What follows belongs to an exercise in optimizing a design on an open flow for small area and a short achievable clock period; a production flow would make more cautious choices.
RTL that was checked went through simulation tests only; none was proved equivalent to the original.
Power figures rest on the tool's default switching activity, not on a simulated workload.

==> 03-28 <==
==> flow/design.v <==
module ALU(
    input  [31:0] X,
    input  [31:0] R,
    input  [1:0]  amt_hi,
    input  [4:0]  msh,
    input         mleft,
    input         fill,
    input         CIN,
    input  [3:0]  Op,
    output [31:0] Out,
    output        C, V
);
    wire add   = (Op[3:1] == 3'b000);
    wire fsub  = (Op[3:1] == 3'b001);
    wire rsub  = (Op[3:1] == 3'b010);
    wire arith = add | fsub | rsub;
    wire cin   = rsub ? ~(Op[0] & CIN) : (add | fsub) & Op[0] & CIN;
    wire vg = fsub | (Op == 4'b0110) | (Op == 4'b0111);
    wire vp = add | rsub | (Op == 4'b0111) | (Op == 4'b1000) | (Op == 4'b1010);
    wire vk = fsub | (Op == 4'b1001) | (Op == 4'b1011) | (Op == 4'b1100);
    wire wg = vg ^ vk, wp = vp ^ vk;
    wire [31:0] r3 = amt_hi[0] ? {R[7:0],   R[31:8]}   : R;
    wire [31:0] r4 = amt_hi[1] ? {r3[15:0], r3[31:16]} : r3;
    wire [3:0] gt_hi, eq_hi;
    wire [7:0] ge_lo;
    wire [31:0] lm, keep;
    genvar j;
    generate for (j = 0; j < 4; j = j + 1) begin : g_hi
        assign gt_hi[j] = (j > msh[4:3]);
        assign eq_hi[j] = (j == msh[4:3]);
    end endgenerate
    generate for (j = 0; j < 8; j = j + 1) begin : g_lo
        assign ge_lo[j] = (j >= msh[2:0]);
    end endgenerate
    generate for (j = 0; j < 32; j = j + 1) begin : g_keep
        assign lm[j]   = gt_hi[j / 8] | (eq_hi[j / 8] & ge_lo[j % 8]);
        assign keep[j] = mleft ? lm[j] : lm[31 - j];
    end endgenerate
    wire [31:0] Y = (r4 & keep) | ({32{fill}} & ~keep);
    wire [31:0] p  = X ^ Y;
    wire [31:0] g  = X & Y;
    wire [31:0] gk = g & {32{arith}};
    wire [31:0] G0 = {gk[31:1], gk[0] | (p[0] & cin)};
    wire [31:0] P0 = p;
    wire [31:0] G1, P1, G2, P2, G3, P3, G4, P4, G5, P5;
    genvar i;
    generate for (i = 0; i < 32; i = i + 1) begin : g_pf
        if (i & 1) begin
            assign G1[i] = G0[i] | (P0[i] & G0[i - 1]);
            assign P1[i] = P0[i] & P0[i - 1];
        end else begin
            assign G1[i] = G0[i]; assign P1[i] = P0[i];
        end
        if (i & 2) begin
            assign G2[i] = G1[i] | (P1[i] & G1[(i & ~1) - 1]);
            assign P2[i] = P1[i] & P1[(i & ~1) - 1];
        end else begin
            assign G2[i] = G1[i]; assign P2[i] = P1[i];
        end
        if (i & 4) begin
            assign G3[i] = G2[i] | (P2[i] & G2[(i & ~3) - 1]);
            assign P3[i] = P2[i] & P2[(i & ~3) - 1];
        end else begin
            assign G3[i] = G2[i]; assign P3[i] = P2[i];
        end
        if (i & 8) begin
            assign G4[i] = G3[i] | (P3[i] & G3[(i & ~7) - 1]);
            assign P4[i] = P3[i] & P3[(i & ~7) - 1];
        end else begin
            assign G4[i] = G3[i]; assign P4[i] = P3[i];
        end
        if (i & 16) begin
            assign G5[i] = G4[i] | (P4[i] & G4[(i & ~15) - 1]);
            assign P5[i] = P4[i] & P4[(i & ~15) - 1];
        end else begin
            assign G5[i] = G4[i]; assign P5[i] = P4[i];
        end
    end endgenerate
    wire [31:0] c    = {G5[30:0], cin};
    wire        cout = G5[31];
    wire        pall = P5[31];
    wire [31:0] L    = {32{vk}} ^ ((g & {32{wg}}) | (p & {32{wp}}));
    assign Out = L ^ c;
    assign C = add ? cout : (fsub | rsub) & cout & ~pall;
    assign V = arith & (c[31] ^ cout);
endmodule
module ShifterSignExtender(
    input  [31:0] Rm,
    input  [11:0] I,
    input  [1:0]  AM,
    input         en,        
    output [31:0] R,         
    output [1:0]  amt_hi,    
    output [4:0]  msh,       
    output        mleft,     
    output        fill       
);
    wire        am_sh = AM[1] & AM[0];
    wire [4:0]  sh    = I[11:7];
    wire [1:0]  ty    = I[6:5];
    wire        lsl   = ~ty[1] & ~ty[0];
    wire        asr   = ty[1] & ~ty[0];
    wire [31:0] src;
    assign src[7:0]   = AM[0] ? Rm[7:0] : I[7:0];
    assign src[11:8]  = AM[0] ? Rm[11:8] : (I[11:8] & {4{AM[1]}});
    assign src[31:12] = Rm[31:12] & {20{AM[0]}};
    wire [31:0] s = src & {32{en}};
    wire [4:0] flip;
    assign flip[0] = 1'b0;
    assign flip[1] = sh[0];
    assign flip[2] = sh[0] | sh[1];
    assign flip[3] = sh[0] | sh[1] | sh[2];
    assign flip[4] = sh[0] | sh[1] | sh[2] | sh[3];
    wire [4:0] amt;
    assign amt[0]   = am_sh & sh[0];
    assign amt[4:1] = am_sh ? (sh[4:1] ^ (flip[4:1] & {4{lsl}}))
                            : (I[11:8] & {4{~AM[0] & ~AM[1]}});
    wire [31:0] r0 = amt[0] ? {s[0],     s[31:1]}   : s;
    wire [31:0] r1 = amt[1] ? {r0[1:0],  r0[31:2]}  : r0;
    assign R       = amt[2] ? {r1[3:0],  r1[31:4]}  : r1;
    assign amt_hi  = amt[4:3];
    wire masked = am_sh & (ty != 2'b11);
    assign msh   = sh & {5{masked}};
    assign mleft = lsl;
    assign fill  = en & am_sh & asr & Rm[31];
endmodule
module ex_datapath(
    input  wire        CLK,
    input  wire [31:0] A,
    input  wire [31:0] Rm,
    input  wire [11:0] I,
    input  wire [1:0]  AM,
    input  wire        CIN,
    input  wire [3:0]  Op,
    output reg  [31:0] Out,
    output wire        Z,
    output wire        N,
    output reg         C,
    output reg         V
);
    wire invA = (Op[3:1] == 3'b001) | (Op[3:1] == 3'b010) | (Op == 4'b1100);
    wire zA   = (Op[3:1] == 3'b101) | (Op[3:2] == 2'b11 & Op[1:0] != 2'b00);
    wire enB  = (Op != 4'b1001);
    wire [31:0] sh_r;
    wire [1:0]  sh_amt_hi;
    wire [4:0]  sh_msh;
    wire        sh_mleft, sh_fill;
    ShifterSignExtender shifter(.Rm(Rm), .I(I), .AM(AM), .en(enB),
        .R(sh_r), .amt_hi(sh_amt_hi), .msh(sh_msh), .mleft(sh_mleft), .fill(sh_fill));
    reg [31:0] x_q, r_q;
    reg [1:0]  amt_q;
    reg [4:0]  msh_q;
    reg        mleft_q, fill_q, cin_q;
    reg [3:0]  op_q;
    always @(posedge CLK) begin
        x_q     <= (A & {32{~zA}}) ^ {32{invA}};
        r_q     <= sh_r;
        amt_q   <= sh_amt_hi;
        msh_q   <= sh_msh;
        mleft_q <= sh_mleft;
        fill_q  <= sh_fill;
        cin_q   <= CIN;
        op_q    <= Op;
    end
    wire [31:0] alu_out;
    wire        alu_c, alu_v;
    ALU alu(.X(x_q), .R(r_q), .amt_hi(amt_q), .msh(msh_q), .mleft(mleft_q), .fill(fill_q),
            .CIN(cin_q), .Op(op_q), .Out(alu_out), .C(alu_c), .V(alu_v));
    reg [3:0] zb;    
    always @(posedge CLK) begin
        Out <= alu_out;
        C   <= alu_c;
        V   <= alu_v;
        zb  <= {~|alu_out[31:24], ~|alu_out[23:16], ~|alu_out[15:8], ~|alu_out[7:0]};
    end
    assign Z = &zb;
    assign N = Out[31];
endmodule
==> flow/flow/run.sh <==
#!/bin/bash
set -euo pipefail
MARGIN=5.75
export BUFFER_PORTS_ARGS="-buffer_cell sky130_fd_sc_hd__buf_1"
sed "s|\"\${@:-finish}\"|SETUP_SLACK_MARGIN=${MARGIN} \"\${@:-finish}\"|" standard.sh > standard_margin.sh
grep -q "SETUP_SLACK_MARGIN=${MARGIN}" standard_margin.sh
bash standard_margin.sh > flow_make.log 2>&1
==> flow/standard.sh <==
#!/bin/bash
# synth_recipe.tcl (not shown) runs the flow's synth.tcl, then flattens the netlist and writes it again
# the make line also repeats each setting of config.mk as NAME=value (left out here)
make -C /OpenROAD-flow-scripts/flow DESIGN_CONFIG=/design/flow/config.mk WORK_HOME=/design/flow/orfs CLKGATE_MAP_FILE= SYNTH_SCRIPT=/design/flow/synth_recipe.tcl "${@:-finish}"
==> flow/config.mk <==
export PLATFORM = sky130hd
export DESIGN_NAME = ex_datapath
export DESIGN_NICKNAME = ex_datapath
export VERILOG_FILES = /design/flow/design.v
export SDC_FILE = /design/flow/constraint.sdc
export NUM_CORES = 4
export LEC_CHECK = 0
export CAP_MARGIN = 20
export CORE_MARGIN = 2
export CORE_UTILIZATION = 40
export CTS_BUF_LIST = sky130_fd_sc_hd__clkbuf_4 sky130_fd_sc_hd__clkbuf_8
export SLEW_MARGIN = 20
export TNS_END_PERCENT = 5
==> flow/constraint.sdc <==
create_clock -name core_clock -period 9.0 [get_ports {CLK}]
set_input_delay 1.8000 -clock core_clock [delete_from_list [all_inputs] [get_ports {CLK}]]
set_output_delay 1.8000 -clock core_clock [all_outputs]
set_load 0.01 [all_outputs]
==> 03-07 (differences from 03-28) <==
--- a/flow/design.v
+++ b/flow/design.v
@@ -12,27 +12,16 @@
 );
     wire add   = (Op[3:1] == 3'b000);
-    wire fsub  = (Op[3:1] == 3'b001);
-    wire rsub  = (Op[3:1] == 3'b010);
-    wire arith = add | fsub | rsub;
-    wire cin   = rsub ? ~(Op[0] & CIN) : (add | fsub) & Op[0] & CIN;
-    wire vg = fsub | (Op == 4'b0110) | (Op == 4'b0111);
-    wire vp = add | rsub | (Op == 4'b0111) | (Op == 4'b1000) | (Op == 4'b1010);
-    wire vk = fsub | (Op == 4'b1001) | (Op == 4'b1011) | (Op == 4'b1100);
-    wire wg = vg ^ vk, wp = vp ^ vk;
+    wire fwd   = (Op[3:1] == 3'b001);
+    wire rev   = (Op[3:1] == 3'b010);
+    wire arith = add | fwd | rev;
+    wire cin   = Op[0] ? (add ? CIN : (fwd | rev) & ~CIN) : (fwd | rev);
+    wire sg    = (Op == 4'b0110) | (Op == 4'b0111) | (Op == 4'b1100);
+    wire sp    = ~((Op == 4'b0110) | (Op == 4'b1100));
     wire [31:0] r3 = amt_hi[0] ? {R[7:0],   R[31:8]}   : R;
     wire [31:0] r4 = amt_hi[1] ? {r3[15:0], r3[31:16]} : r3;
-    wire [3:0] gt_hi, eq_hi;
-    wire [7:0] ge_lo;
-    wire [31:0] lm, keep;
+    wire [31:0] lm = 32'hFFFF_FFFF << msh;    
+    wire [31:0] keep;
     genvar j;
-    generate for (j = 0; j < 4; j = j + 1) begin : g_hi
-        assign gt_hi[j] = (j > msh[4:3]);
-        assign eq_hi[j] = (j == msh[4:3]);
-    end endgenerate
-    generate for (j = 0; j < 8; j = j + 1) begin : g_lo
-        assign ge_lo[j] = (j >= msh[2:0]);
-    end endgenerate
     generate for (j = 0; j < 32; j = j + 1) begin : g_keep
-        assign lm[j]   = gt_hi[j / 8] | (eq_hi[j / 8] & ge_lo[j % 8]);
         assign keep[j] = mleft ? lm[j] : lm[31 - j];
     end endgenerate
@@ -80,7 +69,7 @@
     wire        cout = G5[31];
     wire        pall = P5[31];
-    wire [31:0] L    = {32{vk}} ^ ((g & {32{wg}}) | (p & {32{wp}}));
+    wire [31:0] L    = (g & {32{sg}}) | (p & {32{sp}});
     assign Out = L ^ c;
-    assign C = add ? cout : (fsub | rsub) & cout & ~pall;
+    assign C = add ? cout : fwd ? ~(cout | pall) : rev ? (cout & ~pall) : 1'b0;
     assign V = arith & (c[31] ^ cout);
 endmodule
@@ -89,4 +78,5 @@
     input  [11:0] I,
     input  [1:0]  AM,
+    input         inv,       
     input         en,        
     output [31:0] R,         
@@ -105,14 +95,9 @@
     assign src[11:8]  = AM[0] ? Rm[11:8] : (I[11:8] & {4{AM[1]}});
     assign src[31:12] = Rm[31:12] & {20{AM[0]}};
-    wire [31:0] s = src & {32{en}};
-    wire [4:0] flip;
-    assign flip[0] = 1'b0;
-    assign flip[1] = sh[0];
-    assign flip[2] = sh[0] | sh[1];
-    assign flip[3] = sh[0] | sh[1] | sh[2];
-    assign flip[4] = sh[0] | sh[1] | sh[2] | sh[3];
+    wire [31:0] s = (src & {32{en}}) ^ {32{inv}};
+    wire [4:0] nsh = 5'd0 - sh;
     wire [4:0] amt;
     assign amt[0]   = am_sh & sh[0];
-    assign amt[4:1] = am_sh ? (sh[4:1] ^ (flip[4:1] & {4{lsl}}))
+    assign amt[4:1] = am_sh ? (lsl ? nsh[4:1] : sh[4:1])
                             : (I[11:8] & {4{~AM[0] & ~AM[1]}});
     wire [31:0] r0 = amt[0] ? {s[0],     s[31:1]}   : s;
@@ -123,5 +108,5 @@
     assign msh   = sh & {5{masked}};
     assign mleft = lsl;
-    assign fill  = en & am_sh & asr & Rm[31];
+    assign fill  = en & ((am_sh & asr & Rm[31]) ^ inv);
 endmodule
 module ex_datapath(
@@ -139,12 +124,15 @@
     output reg         V
 );
-    wire invA = (Op[3:1] == 3'b001) | (Op[3:1] == 3'b010) | (Op == 4'b1100);
-    wire zA   = (Op[3:1] == 3'b101) | (Op[3:2] == 2'b11 & Op[1:0] != 2'b00);
-    wire enB  = (Op != 4'b1001);
+    wire rev  = (Op[3:1] == 3'b010);
+    wire fwd  = (Op[3:1] == 3'b001);
+    wire invA = rev | (Op == 4'b1001);
+    wire enA  = ~((Op == 4'b1010) | (Op == 4'b1011) | (Op[3:2] == 2'b11 & Op[1:0] != 2'b00));
+    wire invB = fwd | (Op == 4'b1011) | (Op == 4'b1100);
+    wire enB  = ~((Op == 4'b1001) | (Op[3:2] == 2'b11 & Op[1:0] != 2'b00));
     wire [31:0] sh_r;
     wire [1:0]  sh_amt_hi;
     wire [4:0]  sh_msh;
     wire        sh_mleft, sh_fill;
-    ShifterSignExtender shifter(.Rm(Rm), .I(I), .AM(AM), .en(enB),
+    ShifterSignExtender shifter(.Rm(Rm), .I(I), .AM(AM), .inv(invB), .en(enB),
         .R(sh_r), .amt_hi(sh_amt_hi), .msh(sh_msh), .mleft(sh_mleft), .fill(sh_fill));
     reg [31:0] x_q, r_q;
@@ -154,5 +142,5 @@
     reg [3:0]  op_q;
     always @(posedge CLK) begin
-        x_q     <= (A & {32{~zA}}) ^ {32{invA}};
+        x_q     <= (A & {32{enA}}) ^ {32{invA}};
         r_q     <= sh_r;
         amt_q   <= sh_amt_hi;
@@ -167,12 +155,10 @@
     ALU alu(.X(x_q), .R(r_q), .amt_hi(amt_q), .msh(msh_q), .mleft(mleft_q), .fill(fill_q),
             .CIN(cin_q), .Op(op_q), .Out(alu_out), .C(alu_c), .V(alu_v));
-    reg [3:0] zb;    
     always @(posedge CLK) begin
         Out <= alu_out;
         C   <= alu_c;
         V   <= alu_v;
-        zb  <= {~|alu_out[31:24], ~|alu_out[23:16], ~|alu_out[15:8], ~|alu_out[7:0]};
     end
-    assign Z = &zb;
+    assign Z = ~|Out;
     assign N = Out[31];
 endmodule
--- a/flow/flow/run.sh
+++ b/flow/flow/run.sh
@@ -1,5 +1,5 @@
 #!/bin/bash
 set -euo pipefail
-MARGIN=5.75
+MARGIN=5.65
 export BUFFER_PORTS_ARGS="-buffer_cell sky130_fd_sc_hd__buf_1"
 sed "s|\"\${@:-finish}\"|SETUP_SLACK_MARGIN=${MARGIN} \"\${@:-finish}\"|" standard.sh > standard_margin.sh
==> 11-11 (differences from 03-28) <==
--- a/flow/design.v
+++ b/flow/design.v
@@ -2,7 +2,7 @@
     input  [31:0] X,
     input  [31:0] R,
-    input  [1:0]  amt_hi,
-    input  [4:0]  msh,
-    input         mleft,
+    input  [3:0]  gt,
+    input  [3:0]  eq,
+    input  [7:0]  ge,
     input         fill,
     input         CIN,
@@ -20,22 +20,10 @@
     wire vk = fsub | (Op == 4'b1001) | (Op == 4'b1011) | (Op == 4'b1100);
     wire wg = vg ^ vk, wp = vp ^ vk;
-    wire [31:0] r3 = amt_hi[0] ? {R[7:0],   R[31:8]}   : R;
-    wire [31:0] r4 = amt_hi[1] ? {r3[15:0], r3[31:16]} : r3;
-    wire [3:0] gt_hi, eq_hi;
-    wire [7:0] ge_lo;
-    wire [31:0] lm, keep;
+    wire [31:0] keep;
     genvar j;
-    generate for (j = 0; j < 4; j = j + 1) begin : g_hi
-        assign gt_hi[j] = (j > msh[4:3]);
-        assign eq_hi[j] = (j == msh[4:3]);
+    generate for (j = 0; j < 32; j = j + 1) begin : g_keep
+        assign keep[j] = gt[j / 8] | (eq[j / 8] & ge[j % 8]);
     end endgenerate
-    generate for (j = 0; j < 8; j = j + 1) begin : g_lo
-        assign ge_lo[j] = (j >= msh[2:0]);
-    end endgenerate
-    generate for (j = 0; j < 32; j = j + 1) begin : g_keep
-        assign lm[j]   = gt_hi[j / 8] | (eq_hi[j / 8] & ge_lo[j % 8]);
-        assign keep[j] = mleft ? lm[j] : lm[31 - j];
-    end endgenerate
-    wire [31:0] Y = (r4 & keep) | ({32{fill}} & ~keep);
+    wire [31:0] Y = (R & keep) | ({32{fill}} & ~keep);
     wire [31:0] p  = X ^ Y;
     wire [31:0] g  = X & Y;
@@ -91,8 +79,8 @@
     input         en,        
     output [31:0] R,         
-    output [1:0]  amt_hi,    
-    output [4:0]  msh,       
-    output        mleft,     
-    output        fill       
+    output [3:0]  gt,
+    output [3:0]  eq,
+    output [7:0]  ge,
+    output        fill
 );
     wire        am_sh = AM[1] & AM[0];
@@ -101,27 +89,30 @@
     wire        lsl   = ~ty[1] & ~ty[0];
     wire        asr   = ty[1] & ~ty[0];
-    wire [31:0] src;
-    assign src[7:0]   = AM[0] ? Rm[7:0] : I[7:0];
-    assign src[11:8]  = AM[0] ? Rm[11:8] : (I[11:8] & {4{AM[1]}});
-    assign src[31:12] = Rm[31:12] & {20{AM[0]}};
-    wire [31:0] s = src & {32{en}};
-    wire [4:0] flip;
-    assign flip[0] = 1'b0;
-    assign flip[1] = sh[0];
-    assign flip[2] = sh[0] | sh[1];
-    assign flip[3] = sh[0] | sh[1] | sh[2];
-    assign flip[4] = sh[0] | sh[1] | sh[2] | sh[3];
+    wire [31:0] s;
+    assign s[7:0]   = AM[0] ? Rm[7:0] : I[7:0];
+    assign s[11:8]  = AM[0] ? Rm[11:8] : (I[11:8] & {4{AM[1]}});
+    assign s[31:12] = Rm[31:12] & {20{AM[0]}};
+    wire [4:0] nsh = 5'd0 - sh;
     wire [4:0] amt;
     assign amt[0]   = am_sh & sh[0];
-    assign amt[4:1] = am_sh ? (sh[4:1] ^ (flip[4:1] & {4{lsl}}))
+    assign amt[4:1] = am_sh ? (lsl ? nsh[4:1] : sh[4:1])
                             : (I[11:8] & {4{~AM[0] & ~AM[1]}});
     wire [31:0] r0 = amt[0] ? {s[0],     s[31:1]}   : s;
     wire [31:0] r1 = amt[1] ? {r0[1:0],  r0[31:2]}  : r0;
-    assign R       = amt[2] ? {r1[3:0],  r1[31:4]}  : r1;
-    assign amt_hi  = amt[4:3];
+    wire [31:0] r2 = amt[2] ? {r1[3:0],  r1[31:4]}  : r1;
+    wire [31:0] r3 = amt[3] ? {r2[7:0],  r2[31:8]}  : r2;
+    assign R       = amt[4] ? {r3[15:0], r3[31:16]} : r3;
     wire masked = am_sh & (ty != 2'b11);
-    assign msh   = sh & {5{masked}};
-    assign mleft = lsl;
-    assign fill  = en & am_sh & asr & Rm[31];
+    genvar a, b;
+    generate for (a = 0; a < 4; a = a + 1) begin : g_a
+        wire [1:0] aa = lsl ? a : 3 - a;
+        assign gt[a] = en & (~masked | (aa > sh[4:3]));
+        assign eq[a] = en & masked & (aa == sh[4:3]);
+    end endgenerate
+    generate for (b = 0; b < 8; b = b + 1) begin : g_b
+        wire [2:0] bb = lsl ? b : 7 - b;
+        assign ge[b] = (bb >= sh[2:0]);
+    end endgenerate
+    assign fill = en & am_sh & asr & Rm[31];
 endmodule
 module ex_datapath(
@@ -143,34 +134,35 @@
     wire enB  = (Op != 4'b1001);
     wire [31:0] sh_r;
-    wire [1:0]  sh_amt_hi;
-    wire [4:0]  sh_msh;
-    wire        sh_mleft, sh_fill;
+    wire [3:0]  sh_gt, sh_eq;
+    wire [7:0]  sh_ge;
+    wire        sh_fill;
     ShifterSignExtender shifter(.Rm(Rm), .I(I), .AM(AM), .en(enB),
-        .R(sh_r), .amt_hi(sh_amt_hi), .msh(sh_msh), .mleft(sh_mleft), .fill(sh_fill));
+        .R(sh_r), .gt(sh_gt), .eq(sh_eq), .ge(sh_ge), .fill(sh_fill));
     reg [31:0] x_q, r_q;
-    reg [1:0]  amt_q;
-    reg [4:0]  msh_q;
-    reg        mleft_q, fill_q, cin_q;
+    reg [3:0]  gt_q, eq_q;
+    reg [7:0]  ge_q;
+    reg        fill_q, cin_q;
     reg [3:0]  op_q;
     always @(posedge CLK) begin
-        x_q     <= (A & {32{~zA}}) ^ {32{invA}};
-        r_q     <= sh_r;
-        amt_q   <= sh_amt_hi;
-        msh_q   <= sh_msh;
-        mleft_q <= sh_mleft;
-        fill_q  <= sh_fill;
-        cin_q   <= CIN;
-        op_q    <= Op;
+        x_q    <= (A & {32{~zA}}) ^ {32{invA}};
+        r_q    <= sh_r;
+        gt_q   <= sh_gt;
+        eq_q   <= sh_eq;
+        ge_q   <= sh_ge;
+        fill_q <= sh_fill;
+        cin_q  <= CIN;
+        op_q   <= Op;
     end
     wire [31:0] alu_out;
     wire        alu_c, alu_v;
-    ALU alu(.X(x_q), .R(r_q), .amt_hi(amt_q), .msh(msh_q), .mleft(mleft_q), .fill(fill_q),
+    ALU alu(.X(x_q), .R(r_q), .gt(gt_q), .eq(eq_q), .ge(ge_q), .fill(fill_q),
             .CIN(cin_q), .Op(op_q), .Out(alu_out), .C(alu_c), .V(alu_v));
-    reg [3:0] zb;    
+    reg [7:0] zb;    
     always @(posedge CLK) begin
         Out <= alu_out;
         C   <= alu_c;
         V   <= alu_v;
-        zb  <= {~|alu_out[31:24], ~|alu_out[23:16], ~|alu_out[15:8], ~|alu_out[7:0]};
+        zb  <= {~|alu_out[31:28], ~|alu_out[27:24], ~|alu_out[23:20], ~|alu_out[19:16],
+                ~|alu_out[15:12], ~|alu_out[11:8],  ~|alu_out[7:4],   ~|alu_out[3:0]};
     end
     assign Z = &zb;
--- a/flow/flow/run.sh
+++ b/flow/flow/run.sh
@@ -1,5 +1,5 @@
 #!/bin/bash
 set -euo pipefail
-MARGIN=5.75
+MARGIN=6
 export BUFFER_PORTS_ARGS="-buffer_cell sky130_fd_sc_hd__buf_1"
 sed "s|\"\${@:-finish}\"|SETUP_SLACK_MARGIN=${MARGIN} \"\${@:-finish}\"|" standard.sh > standard_margin.sh
--- a/flow/config.mk
+++ b/flow/config.mk
@@ -9,5 +9,3 @@
 export CORE_MARGIN = 2
 export CORE_UTILIZATION = 40
-export CTS_BUF_LIST = sky130_fd_sc_hd__clkbuf_4 sky130_fd_sc_hd__clkbuf_8
 export SLEW_MARGIN = 20
-export TNS_END_PERCENT = 5
==> summary.txt <==
Fmax, highest first: 03-07, 11-11, 03-28.
The highest die area belongs to 03-28, the lowest to 03-07.
The highest clock-buffer cell count belongs to 03-28, the lowest to 03-07.
Of 11-11 and 03-07, 11-11 has the higher global-route usage (gap 2.9 points).
The highest sequential power belongs to 11-11, the lowest to 03-28.
Clock skew: 03-28 > 03-07 > 11-11.
First-iteration DRC count: 03-28 is higher than 03-07 (about 70%).
==> figures <==
                                                                                  03-07                     11-11                     03-28
Number of unique standard cell types used by synthesis                               64                        76                        77
End-of-flow core utilization                                                      50.3%                     56.4%                     50.7%
Most used standard cell by instance count after synthesis      sky130_fd_sc_hd__nand2_1  sky130_fd_sc_hd__dfxtp_1  sky130_fd_sc_hd__nand2_1
Total net switching power                                                    0.000819 W                0.000959 W                0.000834 W
Post-CTS setup repair buffer count                                                    9                        40                        31
Clock period minus worst slack                                                  3.31 ns                   3.31 ns                   3.74 ns
Share of the clock period used by the worst path after layout                     36.8%                     36.8%                     41.5%
Starting utilization of the core area                                             40.6%                     40.4%                     41.0%
Cell count after synthesis                                                          934                       996                      1095
Slowest stage cell on the critical path                        sky130_fd_sc_hd__dfxtp_4  sky130_fd_sc_hd__mux2i_4   sky130_fd_sc_hd__mux4_2
Number of CTS-inserted buffers                                                        9                        17                        17
Complex-gate fraction of the synthesized area                                     17.3%                     17.6%                     23.4%
Fraction of standard cell area in multi-input logic                               61.0%                     59.0%                     62.0%
Sequential share of power                                                         35.7%                     30.1%                     30.9%
Status                                                          complete, no violations   complete, no violations   complete, no violations
Only the layout flow was run in 03-28 and 11-11; the RTL was not checked for function there.

-- afterwards: timing with drivers on the ports --
How much do the figures lean on ideal ports? The routed layouts below were timed once more, with nothing changed but the port constraints.
Step 1 (the two cells are an assumption about what drives the block):
set clk [get_ports {CLK}]
set_driving_cell -lib_cell sky130_fd_sc_hd__clkbuf_16 $clk
set_driving_cell -lib_cell sky130_fd_sc_hd__buf_2 [delete_from_list [all_inputs] $clk]
Step 2, shift: input delay + t, output delay - t, t = (earliest + latest rising clock arrival at the registers) / 2. This alone moves slack from input paths to output paths.
Slacks: ideal / step 1 / step 2; pairs: ideal / step 1.
run	shift t [ns]	slack for setup (ns)	slew at the worst register clock pin (ns)	pins driven straight from the clock port
03-28	0.490	5.261 / 5.261 / 4.925	0.07 / 0.07	1
03-07	0.434	5.691 / 5.684 / 5.286	0.11 / 0.11	1
11-11	0.463	5.688 / 5.660 / 5.197	0.06 / 0.06	1
After both steps setup and hold are still met in every run listed. For 11-11, which loses most, drivers alone change the setup slack by -0.028 ns; drivers and shift together by -0.491 ns.
